This is an optimization exercise on Yosys and OpenROAD, whose aim is small area, not a production implementation.
In this exercise RTL edits were held to simulation tests only and were not proved equivalent to the original.
Power figures rest on the tool's default switching activity, not on a simulated workload.

<file path="design.v">
`timescale 1ns / 1ps
module debounce (
    input  wire  clk,    
    input  wire  rst,    
    input  wire  in,     
    output reg  out,    
    output reg onup    
    );
    reg sync_0, sync_1;
    always @(posedge clk) sync_0 <= rst ? 1'b0 : in;
    always @(posedge clk) sync_1 <= rst ? 1'b0 : sync_0;
    reg [19:0] cnt;   
    reg idle, max;
    always @(*) begin
        idle = (out == sync_1);
        max  = &cnt;
        onup = ~idle & max & out;
    end
    always @(posedge clk) begin
        if (rst) begin
            cnt <= 0;
            out <= 0;
        end else if (idle) begin
            cnt <= 0;
        end else begin
            cnt <= cnt + 1;
            if (max) out <= ~out;
        end
    end
endmodule
`timescale 1ns / 1ps
module square_wave(
    input clk,
    input rst,
    input [27:0] half_wave_period,
    output reg wave_val
    );
    reg [26:0] counter;
    always @(posedge clk) begin
        if (rst) begin
            wave_val <= 0;
            counter <= 0;
        end else if (counter >= half_wave_period-1) begin
            wave_val <= ~wave_val;
            counter <= 0;
        end else begin
            counter <= counter + 1;
        end
    end
endmodule
`timescale 1ns / 1ps
module uart_tx_out_mod (
    input wire clk,            
    input wire rst,            
    input wire [7:0] data,     
    input wire start,          
    output reg ready,          
    output reg tx              
);
    parameter BAUD_RATE = 115200;           
    parameter CLOCK_FREQ = 100_000_000;  
    localparam BAUD_COUNT = CLOCK_FREQ / BAUD_RATE;   
    reg [$clog2(BAUD_COUNT)-1:0] baud_cnt;   
    reg [3:0] bit_idx;                       
    reg [9:0] shift_reg;                     
    reg tx_active;                           
    always @(posedge clk) begin
        if (rst) begin
            shift_reg <= 0;
            bit_idx <= 0;
            baud_cnt <= 0;
            tx_active <= 0;
            ready <= 0;
            tx <= 1;
        end else if (!tx_active) begin
            if (start) begin
                shift_reg <= {1'b1, data, 1'b0};   
                bit_idx <= 0;
                baud_cnt <= 0;
                tx_active <= 1;
                ready <= 0;   
            end else begin
                tx <= 1;   
                ready <= 1;   
            end
        end else begin
            if (baud_cnt == BAUD_COUNT - 1) begin
                tx <= shift_reg[0];   
                shift_reg <= shift_reg >> 1;   
                bit_idx <= bit_idx + 1;
                baud_cnt <= 0;
                if (bit_idx == 9) begin
                    tx_active <= 0;
                    ready <= 1;
                end
            end else begin
                baud_cnt <= baud_cnt + 1;   
            end
        end
    end
endmodule
`timescale 1ns / 1ps
module top(
    input clk,
    input rst,
    input [3:0] sw,
    input [3:0] btn,
    output led,
    output wire uart_tx_out
    );
    reg [7:0] wave_data;
    wire uart_ready;
    reg uart_start;
    wire wave_val;
    reg [27:0] half_wave_period;
    wire deb_btn0_up, deb_btn1_up, deb_btn2_up, deb_btn3_up;
    wire deb_btn0, deb_btn1, deb_btn2, deb_btn3;
    debounce deb_inst0 (.clk(clk), .rst(rst), .in(btn[0]), .out(deb_btn0), .onup(deb_btn0_up));
    debounce deb_inst1 (.clk(clk), .rst(rst), .in(btn[1]), .out(deb_btn1), .onup(deb_btn1_up));
    debounce deb_inst2 (.clk(clk), .rst(rst), .in(btn[2]), .out(deb_btn2), .onup(deb_btn2_up));
    debounce deb_inst3 (.clk(clk), .rst(rst), .in(btn[3]), .out(deb_btn3), .onup(deb_btn3_up));
    always @(posedge clk) begin
        if (rst) half_wave_period <= 28'hFFFFFFF;
        else casex ({sw[3:0], deb_btn3, deb_btn2, deb_btn1, deb_btn0})
            8'b00000001: half_wave_period <= 191_110;  
            8'b00000010: half_wave_period <= 180_388;  
            8'b00000100: half_wave_period <= 170_265;  
            8'b00001000: half_wave_period <= 160_705;  
            8'b00010001: half_wave_period <= 151_685;  
            8'b00010010: half_wave_period <= 143_172;  
            8'b00010100: half_wave_period <= 135_139;  
            8'b00011000: half_wave_period <= 127_551;  
            8'b001X0001: half_wave_period <= 120_395;  
            8'b001X0010: half_wave_period <= 113_636;  
            8'b001X0100: half_wave_period <= 107_259;  
            8'b001X1000: half_wave_period <= 101_239;  
            8'b01XX0001: half_wave_period <= 95_557;   
            8'b01XX0010: half_wave_period <= 90_192;   
            8'b01XX0100: half_wave_period <= 85_131;   
            8'b01XX1000: half_wave_period <= 80_354;   
            8'b1XXX0001: half_wave_period <= 75_843;   
            8'b1XXX0010: half_wave_period <= 71_586;   
            8'b1XXX0100: half_wave_period <= 67_568;   
            8'b1XXX1000: half_wave_period <= 63_776;   
            default: half_wave_period <= 28'hFFFFFFF;
        endcase
    end
    square_wave square_wave_inst (.clk(clk), .rst(rst), .half_wave_period(half_wave_period), .wave_val(wave_val));
    assign led = wave_val;
    uart_tx_out_mod uart_tx_out_mod_inst (
        .clk(clk),                
        .rst(rst),
        .data(wave_data),         
        .start(uart_start),       
        .ready(uart_ready),       
        .tx(uart_tx_out)              
    );
    always @(posedge clk) begin
        if (rst) begin
            uart_start <= 0;
            wave_data <= 0;
        end else begin
        if (uart_ready) begin
            uart_start <= 1;   
        end else begin
            uart_start <= 0;   
        end
        wave_data <= {7'b0, wave_val};
        end
    end
endmodule
</file>
<file path="run.sh">
#!/bin/bash
# synth_recipe.tcl (not shown) runs the flow's synth.tcl, then flattens the netlist and writes it again
# the make line also repeats each setting of config.mk as NAME=value (left out here)
make -C /OpenROAD-flow-scripts/flow DESIGN_CONFIG=/design/flow/config.mk WORK_HOME=/design/flow/orfs CLKGATE_MAP_FILE= SYNTH_SCRIPT=/design/flow/synth_recipe.tcl finish
</file>
<file path="config.mk">
export PLATFORM = sky130hd
export DESIGN_NAME = top
export DESIGN_NICKNAME = top
export VERILOG_FILES = /design/flow/design.v
export SDC_FILE = /design/flow/constraint.sdc
export NUM_CORES = 4
export LEC_CHECK = 0
export CAP_MARGIN = 20
export CORE_MARGIN = 2
export CORE_UTILIZATION = 45
export PLACE_DENSITY = 0.6
export SLEW_MARGIN = 20
</file>
<file path="constraint.sdc">
create_clock -name core_clock -period 10.0 [get_ports {clk}]
set_input_delay 2.0000 -clock core_clock [delete_from_list [all_inputs] [get_ports {clk}]]
set_output_delay 2.0000 -clock core_clock [all_outputs]
set_load 0.01 [all_outputs]
</file>
==> notes.md <==
==> per-stage QoR <==
step	util	hold slack (ns)	power, mW	setup WS (ns)
after floorplan	-	0.414	0.747	6.66
after global placement	0.470	0.420	0.762	5.82
after detailed placement	0.470	0.431	0.763	5.84
after CTS	0.503	0.449	1.40	6.07
after global routing	0.503	0.458	1.44	5.65
final	0.503	0.445	1.38	6.13
==> where the power goes <==
group          internal, mW  total, mW  switching [mW]
clock network         0.356      0.636           0.280
registers             0.681      0.694          0.0133
logic                0.0201     0.0537          0.0335
==> metal layers <==
layer / up-vias / GRT usage
li1: 3295 / -
met1: 2851 / 0.217
met2: 79 / 0.280
met3: 22 / 0.0430
met4: 0 / 0.0553
met5: - / 0
==> cells in the final DEF, fill, tap and decap left out, types with 14 or more instances in the layout <==
cell / synthesis / routed
nand2_1: 81 / 81
dfxtp_1: 168 / 168
o21ai_0: 29 / 29
nor2_1: 161 / 161
xnor2_1: 31 / 31
a21oi_1: 38 / 38
inv_1: 14 / 14
nor3_1: 16 / 16
xor2_1: 79 / 79
or3_1: 15 / 15
nand3_1: 52 / 52
ha_1: 36 / 36
clkbuf_16: 0 / 17
nand4_1: 22 / 22
nor2b_1: 14 / 14
and3_1: 25 / 25
==> kinds of logic after synthesis <==
group	after synthesis
muxes	4
and+or+nand+nor	449
adders and majority gates	36
buffers and inverters	42
AOI/OAI and AO/OA	133
xor gates and xnor gates	110
DFF	168
==> how the worst max path moves through the flow <==
stage,start,to,slack (ns),cells past startpoint
after global routing,half_wave_period[4],square_wave_inst.counter[13],5.65,13
after global placement,sw[3],half_wave_period[10],5.82,7
after detailed placement,sw[3],half_wave_period[10],5.84,7
final,half_wave_period[4],square_wave_inst.counter[15],6.13,13
after CTS,half_wave_period[4],square_wave_inst.counter[13],6.07,13
after floorplan,half_wave_period[4],square_wave_inst.counter[21],6.66,14
==> area by class of cell <==
class,instances,area [sq um]
clock buffers,18,439
clock inverters,13,141
fillers,1730,8840
inverters,14,52.6
multi-input cells,732,4530
flip-flops and latches,168,3360
well taps,229,287
repair buffers,14,128
==> out/qor.csv <==
stage;metric;value;unit
clock_tree;post-CTS setup buffers;0;
worst_hold_path;min-delay worst type;reg -> reg;
global_routing;initial antenna violation count;0;
timing;min cycle time layout;3.87;ns
timing;Final TNS setup;0;ns
routing;Routed Antenna Nets;0;
final_layout;share of cells above drive strength 1;0.0542;
timing;endpoints failing setup;0;
timing;max-slew violation count;0;
clock_tree;clock slew at reported path FFs;0.07;ns
synth;post-synth top area share;0.416;
synth;mux cell area share after synthesis;0.00495;
clock_tree;Post-CTS Hold Buffers;0;
synth;Synth Area in Compound Gates;0.106;
worst_setup_path;CP Launch Type;register;
routing;vias per inst;5.26;
worst_setup_path;CP max FO;27;
timing;Fin. Hold Viols;0;
synth;simple-gate portion of the synthesized area;0.274;
power_and_ir_drop;Peak supply drop;0.000134;V
die;Rows;49;
timing;slew margin rel.;0.367;
synth;top post-synthesis cells by count;dfxtp_1 (168), nor2_1 (161), nand2_1 (81);
placement;hpwl dp;10900;um
placement;input/output buffers;11;
worst_setup_path;Worst Path Arrival;4.23;ns
routing;starting DRC count in detailed routing;304;
routing;met2 WL;7270;um
synth;Syn Inst Count;942;
final_layout;Area Growth Syn to Fin;10.6;%
clock_tree;Post-CTS Resized;0;
synth;Post-Synth XOR/XNOR Area;0.119;
synth;Async S/R FF share, synth;0;
clock_tree;clock latency (worst-skew pair);0.42;ns
synth;cell with the most instances after synthesis;dfxtp_1;
die;starting density of the core;0.455;
final_layout;fin area;0.00894;sq mm
routing;average wire per standard cell;13.2;um
timing;RSZ-0062 raised after global routing;false;
worst_setup_path;Req. time, crit path;10.36;ns
die;total core area;0.0178;sq mm
synth;count of state elements after synthesis;168;
final_layout;ant diodes;0;
worst_setup_path;Setup CP Type;reg -> reg;
status;status;timing/DRC/antenna clean;
timing;Final Cycle Share;0.387;
final_layout;Top reg by flops;square_wave_inst.counter;
routing;final wirelength;15700;um
run;Max Cap Violations;0;
die;Die Y;138;um
synth;Post-Synth Adder-Cell Area;0.0557;
clock_tree;CTS root buffer;clkbuf_16;
clock_tree;clk sinks;168;
routing;DRT met1 WL;7740;um
worst_setup_path;CP max stage cell;nor4_1;
global_routing;GR Util All Layers;0.169;
synth;Post-Syn Nets;988;
placement;placed cells;1157;
routing;vias;6247;
routing;max layer used;met4;
worst_setup_path;largest delay contributor family on the critical path;simple AND/OR/NAND/NOR gates;
power_and_ir_drop;Leakage;3.30;nW
synth;Netlist cell types;60;
power_and_ir_drop;pwr/cell area;155;mW/mm^2
worst_setup_path;crit end category;register;
global_routing;global-route wire length before repair;27200;um
synth;Yosys warnings;4;
routing;met3 WL;446;um
clock_tree;Num CTS Buffers;17;
timing;Peak Freq;0.258;GHz
worst_setup_path;cells along the critical path;nor4_1 -> nand2_1 -> or4_1 -> nor3_1 -> xnor2_1 -> ha_1 -> a41o_1 -> a211oi_1 -> o211ai_1 -> o211a_1 -> o31a_1 -> buf_4 -> nor2_1;
placement;GPL Wtd Cong;0.903;
synth;mean post-synth cell area;8.58;sq um
final_layout;Post-Layout Cell Count;1188;
clock_tree;CTS max path bufs;2;
worst_setup_path;CP Buf/Inv Count;1;
synth;Post-synth EDFFs;0;
timing;worst slew pin tran;0.940;ns
die;I/O pins;12;
synth;Seq/Total Area, Yosys;0.416;
final_layout;nets@finish;993;
worst_hold_path;Hold Path Sink;deb_inst1.sync_1;
synth;main combinational cell family by area after synthesis;simple AND/OR/NAND/NOR gates;
worst_hold_path;Hold Startpoint;deb_inst1.sync_0;
die;Die Span X;138;um
die;Die ar.;0.0191;sq mm
clock_tree;htree depth;4;
final_layout;max reg flops;27;
global_routing;total gr overflow;0;
synth;largest cells by area after synthesis;dfxtp_1 (42%), xor2_1 (8.6%), nor2_1 (7.5%);
clock_tree;CTS tree;built;
worst_setup_path;r2r endpoint;square_wave_inst.counter[15];
worst_setup_path;worst reg-to-reg setup slack;6.13;ns
synth;largest area contributor in the netlist;dfxtp_1;
worst_setup_path;R2R Path Start;half_wave_period[4];
routing;first drt pass iteration count;4;
worst_hold_path;hold depth;1;
timing;Final Skew;0.00447;ns
worst_setup_path;Reg2Reg Depth;13;
routing;DRC;0;
synth;top_reg_cell synth;dfxtp_1;
global_routing;largest net degree at the start of global routing;45;
synth;Cell Area, Synth;0.00809;sq mm
global_routing;vias in the first global route;5883;
worst_setup_path;max incr delay on CP;0.59;ns
placement;Post-DP Area;0.00836;sq mm

-- what the ideal ports hide --
In the flow no input, the clock included, has a driving cell. The finished layout below was timed again as built, in two steps. Step 1 sets driving cells, clkbuf_16 on the clock port and buf_2 on the other inputs (assumed; they add their load-dependent delay and slew). Step 2 times the ports against the registers' clock, not the clock port: input delays grow and output delays shrink by t, the midpoint of the rising clock arrivals with the driver on. Three values: no drivers, after step 1, after step 2; two values: the first two.
t (ns): 0.462
setup slack, ns: 6.128 / 6.128 / 5.764
hold slack, ns: 0.445 / 0.445 / 0.445
clock arrival spread, ns: 0.007 / 0.006
slew at the worst register clock pin (ns): 0.07 / 0.07
After both steps setup and hold are still met in this run. For this run, drivers alone change the setup slack by 0.000 ns; drivers and shift together by -0.364 ns.
